What follows belongs to an exercise in optimizing a design on an open flow for small area, a short achievable clock period and few clock cycles; a production flow would make more cautious choices. The RTL was checked by simulation tests, not by an equivalence proof against the original design. Power figures rest on the tool's default switching activity, not on a simulated workload.

Setup of sierra:
// LASER
module LASER (
    input CLK,
    input RST,
    input [3:0] X,
    input [3:0] Y,
    output reg [3:0] C1X,
    output reg [3:0] C1Y,
    output reg [3:0] C2X,
    output reg [3:0] C2Y,
    output reg DONE
);
Size in the first run: roughly 730 flip-flops, ~27 I/O pins, about 50,000 µm² of cells after synthesis.
Settings: LEC_CHECK=0, ABC_AREA=1, CAP_MARGIN=30, CORE_MARGIN=2, CORE_UTILIZATION=40, SETUP_SLACK_MARGIN=5, SLEW_MARGIN=20; clock period 10.0 ns.
standard.sh (not shown) runs the stock make flow with config.mk's settings and CLKGATE_MAP_FILE= SYNTH_SCRIPT=/design/flow/synth_recipe.tcl, a recipe that flattens the netlist after the stock synthesis.
==> flow/flow/run.sh <==
#!/bin/bash
# Own flow: the standard layout (standard.sh, unchanged synthesis), only
# with a larger setup repair margin, so that the resizer keeps shortening
# paths that already meet the 10 ns clock. Each tool's output goes to
# standard.log (make) in this folder; ORFS's own logs stay under orfs/logs.
set -euo pipefail
sed -e 's/SETUP_SLACK_MARGIN=[0-9.]*/SETUP_SLACK_MARGIN=6.6/' standard.sh > standard_margin.sh
bash standard_margin.sh > standard.log 2>&1
Every stage of the flow completed for sierra, and the final layout passed the timing, DRC and antenna checks.
Testbench counts of sierra, summed over its fixed seeds: cycles 15,260.
What quartz does differently from sierra at the input level:
==> flow/run.sh (new file) <==
#!/bin/bash
# synth_recipe.tcl (not shown) runs the flow's synth.tcl, then flattens the netlist and writes it again
# the make line also repeats each setting of config.mk as NAME=value (left out here)
make -C /OpenROAD-flow-scripts/flow DESIGN_CONFIG=/design/flow/config.mk WORK_HOME=/design/flow/orfs CLKGATE_MAP_FILE= SYNTH_SCRIPT=/design/flow/synth_recipe.tcl finish
removed: flow/flow/run.sh
removed: flow/standard.sh
## What came out
- quartz finished all stages; the layout is clean.
- [compare] base=sierra new=quartz: worst hold slack held, routed wirelength normalized by instance count went down 0.69%, utilization of the core after routing now sits lower, area of all sequential standard cells decreased by 0.47% relative to the old numbers, maximum frequency -39 MHz.
- Taking sierra as the reference, in quartz clock skew grew by 0.0039 ns; clock network fraction of total power rose 0.7 points.

* * *

LASER, a different RTL version from the one above (not shown whole).
Size: roughly 6100 cells after synthesis, about 680 flip-flops, about 27 I/O pins, about 48000 um^2 of cells after synthesis.
Settings: LEC_CHECK=0, ABC_AREA=1, CAP_MARGIN=30, CORE_MARGIN=2, CORE_UTILIZATION=50, CTS_BUF_LIST=sky130_fd_sc_hd__clkbuf_8, CTS_CLUSTER_DIAMETER=60, CTS_CLUSTER_SIZE=20, SETUP_SLACK_MARGIN=5, SLEW_MARGIN=20; clock period 10.0 ns.
==> flow/flow/run.sh <==
#!/bin/bash
# Own flow: the standard layout (standard.sh, unchanged synthesis), with
# a larger setup repair margin, so that the resizer keeps shortening paths
# that already meet the 10 ns clock, and more antenna repair rounds after
# detailed routing. If the final layout still has an antenna violation, the
# layout is made once more at 48% core utilization.
# Logs: standard.log (make, all tools), antenna.log; ORFS's own logs stay
# under orfs/logs.
set -euo pipefail
layout() {
  rm -rf orfs
  sed -e 's/SETUP_SLACK_MARGIN=[0-9.]*/SETUP_SLACK_MARGIN=6.4 MAX_REPAIR_ANTENNAS_ITER_DRT=10/' "$@" standard.sh > standard_margin.sh
  bash standard_margin.sh > standard.log 2>&1
}
layout
printf 'read_db orfs/results/%s/LASER/base/6_final.odb\nputs "ANTENNA [check_antennas]"\n' "$FLOW_PLATFORM" > antenna.tcl
n=$(openroad -no_init -exit antenna.tcl 2>&1 | tee antenna.log | sed -n 's/^ANTENNA //p')
if [ "$n" != "0" ]; then
  mv standard.log standard_first.log
  layout -e 's/CORE_UTILIZATION=50/CORE_UTILIZATION=48/'
fi
The starting point ran to the end with no violations.
Testbench counts at the start, summed over its fixed seeds: cycles 13,874.
Next try:
--- a/flow/flow/run.sh
+++ b/flow/flow/run.sh
@@ -6 +6 @@
-# layout is made once more at 48% core utilization.
+# layout is made once more at 39% core utilization.
@@ -20 +20 @@
-  layout -e 's/CORE_UTILIZATION=50/CORE_UTILIZATION=48/'
+  layout -e 's/CORE_UTILIZATION=40/CORE_UTILIZATION=39/'
Settings changed: CORE_UTILIZATION 50 to 40, CTS_CLUSTER_SIZE 20 to 16.
What happened:
- The changed run went through all stages and came out clean
- routed wire length goes down by 2.1%
- critical path depth does not change
- global-route usage is lower by 7.4 points
- clock power shrinks by about 11%
- area after synthesis is unchanged
- first-iteration DRC count came out lower by about 5%
- combinational power climbs by about 7.5%
- power rose by 0.73%
Next try:
--- a/flow/flow/run.sh
+++ b/flow/flow/run.sh
@@ -6 +6 @@
-# layout is made once more at 39% core utilization.
+# layout is made once more at 48% core utilization.
@@ -20 +20 @@
-  layout -e 's/CORE_UTILIZATION=40/CORE_UTILIZATION=39/'
+  layout -e 's/CORE_UTILIZATION=50/CORE_UTILIZATION=48/'
Settings changed: CORE_UTILIZATION 40 to 50.
The changed run went through all stages and came out clean; clock power increases by roughly a tenth; routed wire length increases by a few percent; cell area decreases slightly; first-iteration DRC count increases by a few percent; clock skew decreases by 0.021 ns; synthesized area is unchanged; critical path depth increases by 2.

* * *

Another version of the RTL of LASER (not shown whole).
Size: about 6100 cells after synthesis, about 650 flip-flops, ~27 I/O pins, about 0.047 mm² of cells after synthesis.
clock: 10.0 ns
lec_check: 0
abc_area: 1
cap_margin: 30
core_margin: 2
core_utilization: 40
setup_slack_margin: 5
slew_margin: 20
==> flow/flow/run.sh <==
#!/bin/bash
# Own flow: the standard layout (standard.sh, unchanged synthesis), only
# with a larger setup repair margin, so that the resizer keeps shortening
# paths that already meet the 10 ns clock. Each tool's output goes to
# standard.log (make) in this folder; ORFS's own logs stay under orfs/logs.
set -euo pipefail
sed -e 's/SETUP_SLACK_MARGIN=[0-9.]*/SETUP_SLACK_MARGIN=6.6/' standard.sh > standard_margin.sh
bash standard_margin.sh > standard.log 2>&1
Testbench counts at the start, summed over its fixed seeds: cycles 14,720.
Edit:
--- a/flow/flow/run.sh
+++ b/flow/flow/run.sh
@@ -5,4 +5,4 @@
 # standard.log (make) in this folder; ORFS's own logs stay under orfs/logs.
 set -euo pipefail
-sed -e 's/SETUP_SLACK_MARGIN=[0-9.]*/SETUP_SLACK_MARGIN=6.6/' standard.sh > standard_margin.sh
+sed -e 's/SETUP_SLACK_MARGIN=[0-9.]*/SETUP_SLACK_MARGIN=7.2/' standard.sh > standard_margin.sh
 bash standard_margin.sh > standard.log 2>&1
- synthesized cell count is unchanged
- design area increases by 4.5%
- worst setup slack is better by 0.026 ns
- die area stays the same
- via count went up by 2.0%

* * *

== before ==
Another version of the RTL of LASER (not shown whole).
For scale: ~6300 cells after synthesis, roughly 710 flip-flops, about 27 I/O pins.
export LEC_CHECK = 0
export ABC_AREA = 1
export CAP_MARGIN = 30
export CORE_MARGIN = 2
export CORE_UTILIZATION = 50
export CTS_BUF_LIST = sky130_fd_sc_hd__clkbuf_8
export CTS_CLUSTER_DIAMETER = 60
export CTS_CLUSTER_SIZE = 16
export SETUP_SLACK_MARGIN = 5
export SLEW_MARGIN = 20
create_clock -name core_clock -period 10.0 [get_ports {CLK}]
==> flow/flow/run.sh <==
#!/bin/bash
# Own flow: the standard layout (standard.sh, unchanged synthesis), with
# a larger setup repair margin, so that the resizer keeps shortening paths
# that already meet the 10 ns clock, and more antenna repair rounds after
# detailed routing. If the final layout still has an antenna violation, the
# layout is made once more at 48% core utilization.
# Logs: standard.log (make, all tools), antenna.log; ORFS's own logs stay
# under orfs/logs.
set -euo pipefail
layout() {
  rm -rf orfs
  sed -e 's/SETUP_SLACK_MARGIN=[0-9.]*/SETUP_SLACK_MARGIN=6.8 MAX_REPAIR_ANTENNAS_ITER_DRT=10/' "$@" standard.sh > standard_margin.sh
  bash standard_margin.sh > standard.log 2>&1
}
layout
printf 'read_db orfs/results/%s/LASER/base/6_final.odb\nputs "ANTENNA [check_antennas]"\n' "$FLOW_PLATFORM" > antenna.tcl
n=$(openroad -no_init -exit antenna.tcl 2>&1 | tee antenna.log | sed -n 's/^ANTENNA //p')
if [ "$n" != "0" ]; then
  mv standard.log standard_first.log
  layout -e 's/CORE_UTILIZATION=50/CORE_UTILIZATION=48/'
fi
Testbench counts of before, summed over its fixed seeds: cycles 13,874.
> inputs changed (before -> after)
diff --git a/flow/flow/run.sh b/flow/flow/run.sh
--- a/flow/flow/run.sh
+++ b/flow/flow/run.sh
@@ -12 +12 @@
-  sed -e 's/SETUP_SLACK_MARGIN=[0-9.]*/SETUP_SLACK_MARGIN=6.8 MAX_REPAIR_ANTENNAS_ITER_DRT=10/' "$@" standard.sh > standard_margin.sh
+  sed -e 's/SETUP_SLACK_MARGIN=[0-9.]*/SETUP_SLACK_MARGIN=6.5 MAX_REPAIR_ANTENNAS_ITER_DRT=10/' "$@" standard.sh > standard_margin.sh
Results
- Delta (after minus before): setup slack shrank by 0.033 ns, number of global-route vias before repair decreased 968, register-to-register slack lower, number of clock-tree buffers in the layout +about 5%.
- Compared after vs before, and combinational fraction of design power is down in after.
- Compare before and after | CTS buffer count lower: before

* * *

## run 1
LASER, a different RTL version from the one above (not shown whole).
Size in the first run: roughly 6100 cells after synthesis, roughly 680 flip-flops, about 27 I/O pins, about 48000 sq um of cells after synthesis.
make LEC_CHECK=0 ABC_AREA=1 CAP_MARGIN=30 CORE_MARGIN=2 CORE_UTILIZATION=40 CTS_BUF_LIST=sky130_fd_sc_hd__clkbuf_8 CTS_CLUSTER_DIAMETER=60 CTS_CLUSTER_SIZE=24 SETUP_SLACK_MARGIN=5 SLEW_MARGIN=20 finish   # period 10.0 ns
run.sh (not shown) runs the stock make flow with config.mk's settings and CLKGATE_MAP_FILE= SYNTH_SCRIPT=/design/flow/synth_recipe.tcl, a recipe that flattens the netlist after the stock synthesis.
Stock flow here: none of the scripts above is used.
Testbench counts of run 1, summed over its fixed seeds: cycles 13,874.
diff inputs: run 1 => run 2
Settings: clearing CTS_CLUSTER_DIAMETER, which used to be 60; clearing CTS_CLUSTER_SIZE, which used to be 24; clearing CTS_BUF_LIST, which used to be sky130_fd_sc_hd__clkbuf_8.
==> flow/flow/run.sh (new file) <==
#!/bin/bash
# Own flow: the standard layout (standard.sh, unchanged synthesis), with
# a larger setup repair margin, so that the resizer keeps shortening paths
# that already meet the 10 ns clock, and more antenna repair rounds after
# detailed routing. If the final layout still has an antenna violation, the
# layout is made once more at 39% core utilization.
# Logs: standard.log (make, all tools), antenna.log; ORFS's own logs stay
# under orfs/logs.
set -euo pipefail
layout() {
  rm -rf orfs
  sed -e 's/SETUP_SLACK_MARGIN=[0-9.]*/SETUP_SLACK_MARGIN=6.2 MAX_REPAIR_ANTENNAS_ITER_DRT=10/' "$@" standard.sh > standard_margin.sh
  bash standard_margin.sh > standard.log 2>&1
}
layout
printf 'read_db orfs/results/%s/LASER/base/6_final.odb\nputs "ANTENNA [check_antennas]"\n' "$FLOW_PLATFORM" > antenna.tcl
n=$(openroad -no_init -exit antenna.tcl 2>&1 | tee antenna.log | sed -n 's/^ANTENNA //p')
if [ "$n" != "0" ]; then
  mv standard.log standard_first.log
  layout -e 's/CORE_UTILIZATION=40/CORE_UTILIZATION=39/'
fi
==> flow/standard.sh (new file) <==
#!/bin/bash
# synth_recipe.tcl (not shown) runs the flow's synth.tcl, then flattens the netlist and writes it again
# the make line also repeats each setting of config.mk as NAME=value (left out here)
make -C /OpenROAD-flow-scripts/flow DESIGN_CONFIG=/design/flow/config.mk WORK_HOME=/design/flow/orfs CLKGATE_MAP_FILE= SYNTH_SCRIPT=/design/flow/synth_recipe.tcl "${@:-finish}"
removed: flow/run.sh
## What came out
- Looking only at initial antenna violation count, and setting everything else aside, the higher value of run 1 and run 2 goes to run 1.
- Run 2 against run 1: wire length of the first global-routing pass rose 840 microns; routed wire length increased by 1300 microns relative to the old numbers; final-stage net count was more or less identical.
- Max required time at the endpoint of the critical path across run 1 and run 2: run 1
- Row combinational power: run 2 higher / run 1 lower
- The higher design internal power of run 1 and run 2 is in run 2.
- Measured against each other, run 1 and run 2 differ in combinational share of power, the higher figure coming from run 1.
- [run 2] area added between synthesis and finish rose 2.5 points relative to run 1
- Synthesized area: run 1 vs run 2 identical
Input-level comparison between run 3 and run 2:
==> flow/flow/run.sh <==
#!/bin/bash
# Own flow: the standard layout (standard.sh, unchanged synthesis), only
# with a larger setup repair margin, so that the resizer keeps shortening
# paths that already meet the 10 ns clock. Each tool's output goes to
# standard.log (make) in this folder; ORFS's own logs stay under orfs/logs.
set -euo pipefail
sed -e 's/SETUP_SLACK_MARGIN=[0-9.]*/SETUP_SLACK_MARGIN=7.0/' standard.sh > standard_margin.sh
bash standard_margin.sh > standard.log 2>&1
Run 3 reached the final stage; the timing, DRC and antenna checks on its layout passed. Run 3 against run 2: maximum frequency shows an increase of 4.3%, share of total power in combinational logic higher, number of buffers and inverters on the critical path fell by 1, final worst clock skew down 0.020 ns.
Relative to run 3, the following input files were edited for run 4:
diff --git a/flow/flow/run.sh b/flow/flow/run.sh
--- a/flow/flow/run.sh
+++ b/flow/flow/run.sh
@@ -5,4 +5,4 @@
 # standard.log (make) in this folder; ORFS's own logs stay under orfs/logs.
 set -euo pipefail
-sed -e 's/SETUP_SLACK_MARGIN=[0-9.]*/SETUP_SLACK_MARGIN=7.0/' standard.sh > standard_margin.sh
+sed -e 's/SETUP_SLACK_MARGIN=[0-9.]*/SETUP_SLACK_MARGIN=6.6/' standard.sh > standard_margin.sh
 bash standard_margin.sh > standard.log 2>&1
Findings:
- The layout from run 4, despite a flow that completed every stage, fails the layout checks, with the failing checks listed as antenna violations.
- Part of the total power dissipated in the clock network: lower on run 3
- Of run 3 and run 4, run 3 shows the higher final standard cell utilization of the core, with run 4 below it.
- Compared with run 3, run 4 shows a fraction of cell area in non-clock buffers that is 3.1 points lower.
- Relative to run 3, cell depth of the worst setup path decreased by 1 in run 4.
- When run 4 is set beside run 3, its finished layout cell area turns out to be about 9% smaller.
- Summary of run 4 over run 3: smallest setup slack after layout increased 0.058 ns; sequential share of power increased 0.4 points; combinational share of power lost 1.9 points; max-slew headroom at the worst pin dropped 9.3 points; count of buffers added by post-CTS timing repair for setup lost 144.

* * *

RTL: one of the versions met above, not the one the previous note started from.
For scale: ~6,100 cells after synthesis, ~680 flip-flops, roughly 27 I/O pins, ~0.048 sq mm of cells after synthesis.
clock: 10.0 ns
lec_check: 0
abc_area: 1
cap_margin: 30
core_margin: 2
core_utilization: 60
cts_buf_list: sky130_fd_sc_hd__clkbuf_8
cts_cluster_diameter: 60
cts_cluster_size: 16
setup_slack_margin: 5
slew_margin: 20
standard.sh (not shown) runs the stock make flow with config.mk's settings and CLKGATE_MAP_FILE= SYNTH_SCRIPT=/design/flow/synth_recipe.tcl, a recipe that flattens the netlist after the stock synthesis.
==> flow/flow/run.sh <==
#!/bin/bash
# Own flow: the standard layout (standard.sh, unchanged synthesis), with
# a larger setup repair margin, so that the resizer keeps shortening paths
# that already meet the 10 ns clock, and more antenna repair rounds after
# detailed routing. If the final layout still has an antenna violation, the
# layout is made once more at 57% core utilization.
# Logs: standard.log (make, all tools), antenna.log; ORFS's own logs stay
# under orfs/logs.
set -euo pipefail
layout() {
  rm -rf orfs
  sed -e 's/SETUP_SLACK_MARGIN=[0-9.]*/SETUP_SLACK_MARGIN=6.5 MAX_REPAIR_ANTENNAS_ITER_DRT=10/' "$@" standard.sh > standard_margin.sh
  bash standard_margin.sh > standard.log 2>&1
}
layout
printf 'read_db orfs/results/%s/LASER/base/6_final.odb\nputs "ANTENNA [check_antennas]"\n' "$FLOW_PLATFORM" > antenna.tcl
n=$(openroad -no_init -exit antenna.tcl 2>&1 | tee antenna.log | sed -n 's/^ANTENNA //p')
if [ "$n" != "0" ]; then
  mv standard.log standard_first.log
  layout -e 's/CORE_UTILIZATION=60/CORE_UTILIZATION=57/'
fi
Testbench counts at the start, summed over its fixed seeds: cycles 13,874.
Next try:
--- a/flow/flow/run.sh
+++ b/flow/flow/run.sh
@@ -5,3 +5,3 @@
 # detailed routing. If the final layout still has an antenna violation, the
-# layout is made once more at 57% core utilization.
+# layout is made once more at 48% core utilization.
 # Logs: standard.log (make, all tools), antenna.log; ORFS's own logs stay
@@ -11,3 +11,3 @@
   rm -rf orfs
-  sed -e 's/SETUP_SLACK_MARGIN=[0-9.]*/SETUP_SLACK_MARGIN=6.5 MAX_REPAIR_ANTENNAS_ITER_DRT=10/' "$@" standard.sh > standard_margin.sh
+  sed -e 's/SETUP_SLACK_MARGIN=[0-9.]*/SETUP_SLACK_MARGIN=6.7 MAX_REPAIR_ANTENNAS_ITER_DRT=10/' "$@" standard.sh > standard_margin.sh
   bash standard_margin.sh > standard.log 2>&1
@@ -19,3 +19,3 @@
   mv standard.log standard_first.log
-  layout -e 's/CORE_UTILIZATION=60/CORE_UTILIZATION=57/'
+  layout -e 's/CORE_UTILIZATION=50/CORE_UTILIZATION=48/'
 fi
--- a/flow/config.mk
+++ b/flow/config.mk
@@ -10,3 +10,3 @@
 export CORE_MARGIN = 2
-export CORE_UTILIZATION = 60
+export CORE_UTILIZATION = 50
 export CTS_BUF_LIST = sky130_fd_sc_hd__clkbuf_8
Worst hold slack is about the same.
Power rises by a little under a tenth.
Routed wire length rises by a few percent.
Clock skew stays flat.
Clock-buffer cell count rises by 7.

-- what the ideal ports hide --
How much do the figures lean on ideal ports? The routed layouts below were timed once more, with nothing changed but the port constraints. Step 1 (the two cells are an assumption about what drives the block):
set clk [get_ports {CLK}]
set_driving_cell -lib_cell sky130_fd_sc_hd__clkbuf_16 $clk
set_driving_cell -lib_cell sky130_fd_sc_hd__buf_2 [delete_from_list [all_inputs] $clk]
Step 2 adds t to the input delays and takes it off the output delays; t is the mean of the earliest and latest rising clock arrival at the registers after step 1. Input paths then give back, and output paths get back, about the clock's delay inside the block. Slacks: no drivers / after step 1 / after step 2; pairs: no drivers / after step 1.
| run | t, ns | setup WS [ns] | hold WS [ns] | worst setup path after step 2 | latest minus earliest clock arrival (ns) |
|---|---|---|---|---|---|
| sierra | 0.744 | 6.638 / 6.580 / 6.196 | 0.321 / 0.321 / 0.321 | input to register | 0.028 / 0.028 |
| quartz | 0.744 | 6.138 / 6.138 / 6.138 | 0.319 / 0.319 / 0.319 | register to register | 0.030 / 0.031 |
| the first run of note 2 | 0.822 | 6.485 / 6.485 / 6.413 | 0.334 / 0.334 / 0.334 | input to register | 0.037 / 0.037 |
| the second run of note 2 | 0.842 | 6.441 / 6.441 / 6.441 | 0.321 / 0.321 / 0.321 | register to register | 0.070 / 0.070 |
| the third run of note 2 | 0.825 | 6.477 / 6.477 / 6.428 | 0.334 / 0.334 / 0.334 | input to register | 0.048 / 0.048 |
| the first run of note 3 | 0.747 | 6.350 / 6.350 / 6.247 | 0.308 / 0.308 / 0.308 | input to register | 0.051 / 0.052 |
| the second run of note 3 | 0.750 | 6.375 / 6.375 / 6.375 | 0.325 / 0.325 / 0.325 | register to register | 0.031 / 0.031 |
| before | 0.819 | 6.560 / 6.560 / 6.262 | 0.335 / 0.335 / 0.335 | input to register | 0.047 / 0.047 |
| after | 0.823 | 6.527 / 6.492 / 6.137 | 0.321 / 0.321 / 0.321 | input to register | 0.061 / 0.060 |
| run 1 | 0.840 | 6.176 / 6.147 / 6.176 | 0.338 / 0.338 / 0.338 | register to register | 0.089 / 0.089 |
| run 2 | 0.760 | 6.309 / 6.263 / 6.214 | 0.329 / 0.329 / 0.329 | input to register | 0.048 / 0.049 |
| run 3 | 0.726 | 6.459 / 6.459 / 6.436 | 0.327 / 0.327 / 0.327 | input to register | 0.028 / 0.028 |
| run 4 | 0.748 | 6.518 / 6.518 / 6.264 | 0.320 / 0.320 / 0.320 | input to register | 0.047 / 0.046 |
| the first run of note 6 | 0.815 | 6.485 / 6.485 / 6.400 | 0.336 / 0.336 / 0.336 | input to register | 0.056 / 0.056 |
| the second run of note 6 | 0.836 | 6.479 / 6.479 / 6.405 | 0.335 / 0.335 / 0.335 | input to register | 0.058 / 0.057 |
For sierra, which loses most, drivers alone change the setup slack by -0.058 ns; drivers and shift together by -0.442 ns.
